Context: an optimization exercise on an open-source flow, tuned for small area. The choices shown serve that exercise and are no tape-out recipe.
The RTL was checked by simulation tests, not by an equivalence proof against the original design.

oak:
Design PL_Calculate, start of the top module:
module PL_Calculate(
    clk, rst_n, ps_write_done, pl_cal_done,
    bram_addr_0b, bram_rddata_0b, bram_en_0b, bram_rst_0b, bram_we_0b,
    bram_addr_1a, bram_wrdata_1a, bram_en_1a, bram_rst_1a, bram_we_1a,
    phase_tdata, phase_tvalid, sin_tdata, sin_tvalid, cos_tdata, cos_tvalid
    );
    input clk;
    input rst_n;
    input ps_write_done;
    output pl_cal_done;
    output [11:0]bram_addr_0b;
    input [31:0]bram_rddata_0b;
    output bram_en_0b;
    output bram_rst_0b;
    output [3:0]bram_we_0b;
    output [11:0]bram_addr_1a;
    output [31:0]bram_wrdata_1a;
    output bram_en_1a;
    output bram_rst_1a;
    output [3:0]bram_we_1a;
    output [31:0]phase_tdata;
    output phase_tvalid;
    input [31:0]sin_tdata;
    input sin_tvalid;
    input [31:0]cos_tdata;
    input cos_tvalid;
    localparam [3:0] WAIT = 4'd8,
                     IDLE = 4'd4,
                     R0   = 4'd11,
                     R1   = 4'd3,
                     R2   = 4'd6,
                     R3   = 4'd2,
                     CW   = 4'd10,
                     CF   = 4'd14,
                     W0   = 4'd12,
                     W1   = 4'd7,
                     W2   = 4'd15,
                     W3   = 4'd5,
                     U0   = 4'd0,
                     U1   = 4'd9,
                     DONE = 4'd13;
    reg [3:0] st;
    reg [2:0] idx;
    reg [1:0] cnt;
    reg       tvalid;
    wire [31:0] p_reg;
    wire [31:0] w_reg;
    wire cap = sin_tvalid & cos_tvalid;
    wire in_wait = (st == CW) | (st == CF);
    always @(posedge clk) begin
        if (!rst_n)
            st <= WAIT;
        else begin
            case (st)
            WAIT: st <= ps_write_done ? IDLE : WAIT;
            IDLE: st <= R0;
            R0:   st <= R1;
            R1:   st <= R2;
            R2:   st <= R3;
            R3:   st <= CW;
            CW:   st <= cap ? CF : CW;
            CF:   st <= W0;
            W0:   st <= W1;
            W1:   st <= W2;
            W2:   st <= W3;
            W3:   st <= U0;
            U0:   st <= U1;
            U1:   st <= (idx == 3'd0) ? DONE : IDLE;
            DONE: st <= DONE;
            default: st <= WAIT;
            endcase
        end
    end
    always @(posedge clk) begin
        if (!rst_n)
  ...
clock: 5.0 ns
lec_check: 0
cap_margin: 0
core_margin: 2
core_utilization: 55
slew_margin: 0
synth_hierarchical: 1
standard.sh (not shown) runs the stock make flow with config.mk's settings and CLKGATE_MAP_FILE= SYNTH_SCRIPT=/design/flow/synth_recipe.tcl, a recipe that flattens the netlist after the stock synthesis.
==> flow/flow/run.sh <==
#!/bin/bash
# Layout flow: the standard flow (standard.sh) with these changes:
#  - synthesis maps logic with ABC's area mapper (flow/area.abc) instead of
#    ORFS's speed script; everything else in synth_recipe.tcl is unchanged;
#  - ports are buffered with sky130_fd_sc_hd__buf_1;
#  - clock tree: clkbuf_4 buffers, no dummy loads;
#  - one tie cell drives all constant outputs (no tie fanout repair).
set -euo pipefail
here=$PWD
{
  head -n 1 synth_recipe.tcl
  cat <<EOT
proc abc {args} {
  set i [lsearch -exact \$args -script]
  if {\$i >= 0} { lset args [expr {\$i + 1}] $here/flow/area.abc }
  yosys abc {*}\$args
}
EOT
  tail -n +2 synth_recipe.tcl
} > my_synth.tcl
bash standard.sh SYNTH_SCRIPT=$here/my_synth.tcl \
  BUFFER_PORTS_ARGS="-buffer_cell sky130_fd_sc_hd__buf_1" \
  SKIP_REPAIR_TIE_FANOUT=1 \
  CTS_ARGS="-sink_clustering_enable -repair_clock_nets -dont_use_dummy_load -buf_list sky130_fd_sc_hd__clkbuf_4" \
  finish > standard.log 2>&1
==> flow/flow/area.abc <==
strash
dch
amap
topo
Looking at the reports, oak completed the entire flow and the layout it produced met the timing, design-rule and antenna checks.
Here is what was changed in the inputs of pine compared with oak.
- SLEW_MARGIN: 0 -> 20
- CORE_UTILIZATION: 55 -> 40
- CAP_MARGIN: 0 -> 20
### Flow results
As far as total of plain and repair buffers excluding clock buffers goes, oak and pine are indistinguishable; the numbers are identical.
Worst setup slack: pine vs oak up 81 ps
Status: clock buffer and inverter area fraction after layout parity (pine, oak)
Of the two candidates, oak has the better final design instance area without fill and pine the worse one.
Max fraction of final layout cells sized beyond drive strength 1 across pine and oak: pine
oak → pine: count of clock-buffer cells in the layout did not really move, peak clock frequency supported by timing increased about 2.6%.
pine finished every stage and its layout cleared the timing, design-rule and antenna checks.
Measured against each other, pine and oak differ in number of cells on the worst reg-to-reg path, the lower figure coming from pine.
Looking at wire length, pine sits above oak.
Summary of the comparison: multi-input combinational cell area is higher in pine, relative to oak.
pine vs oak — biggest fanout along the worst timing path rose 32.
diff inputs: pine => birch
- a change of CAP_MARGIN from 20 to 0
- a change of SLEW_MARGIN from 20 to 0
Notes after the runs:
Per the comparison of birch with pine, number of standard cells in the final layout excluding fillers stayed essentially flat, worst setup slack decreased by 16 ps relative to the old numbers, final standard cell area without fillers was more or less identical, critical path data arrival time increased 20 ps.
[compare] base=pine new=birch: achievable frequency shows a reduction of about 0.5%; proportion of layout cells with a drive suffix above 1 shows a reduction of 0.32 points.
After detailed routing, pine needs less wire than birch.

[re-timing with driven ports]
No port has a modelled driver above. Below, the same layouts with a new extraction and two added sets of constraints.
Step 1 sets driving cells, clkbuf_16 on the clock port and buf_2 on the other inputs (assumed; they add their load-dependent delay and slew).
Step 2 also shifts input and output timing later by t, the mid clock arrival at the registers, as if the neighbouring blocks saw the same clock.
a / b / c = ideal / step 1 / step 2; a / b = the first two.
run | t (ns) | slack for setup (ns) | latest minus earliest clock arrival (ns) | worst register clock-pin slew, ns
oak | 0.499 | 1.873 / 1.873 / 1.873 | 0.047 / 0.047 | 0.12 / 0.12
pine | 0.510 | 1.954 / 1.934 / 1.954 | 0.036 / 0.035 | 0.12 / 0.12
birch | 0.514 | 1.938 / 1.938 / 1.879 | 0.033 / 0.033 | 0.12 / 0.12
After both steps setup and hold are still met in every run listed. For birch, which loses most, drivers alone change the setup slack by 0.000 ns; drivers and shift together by -0.059 ns.
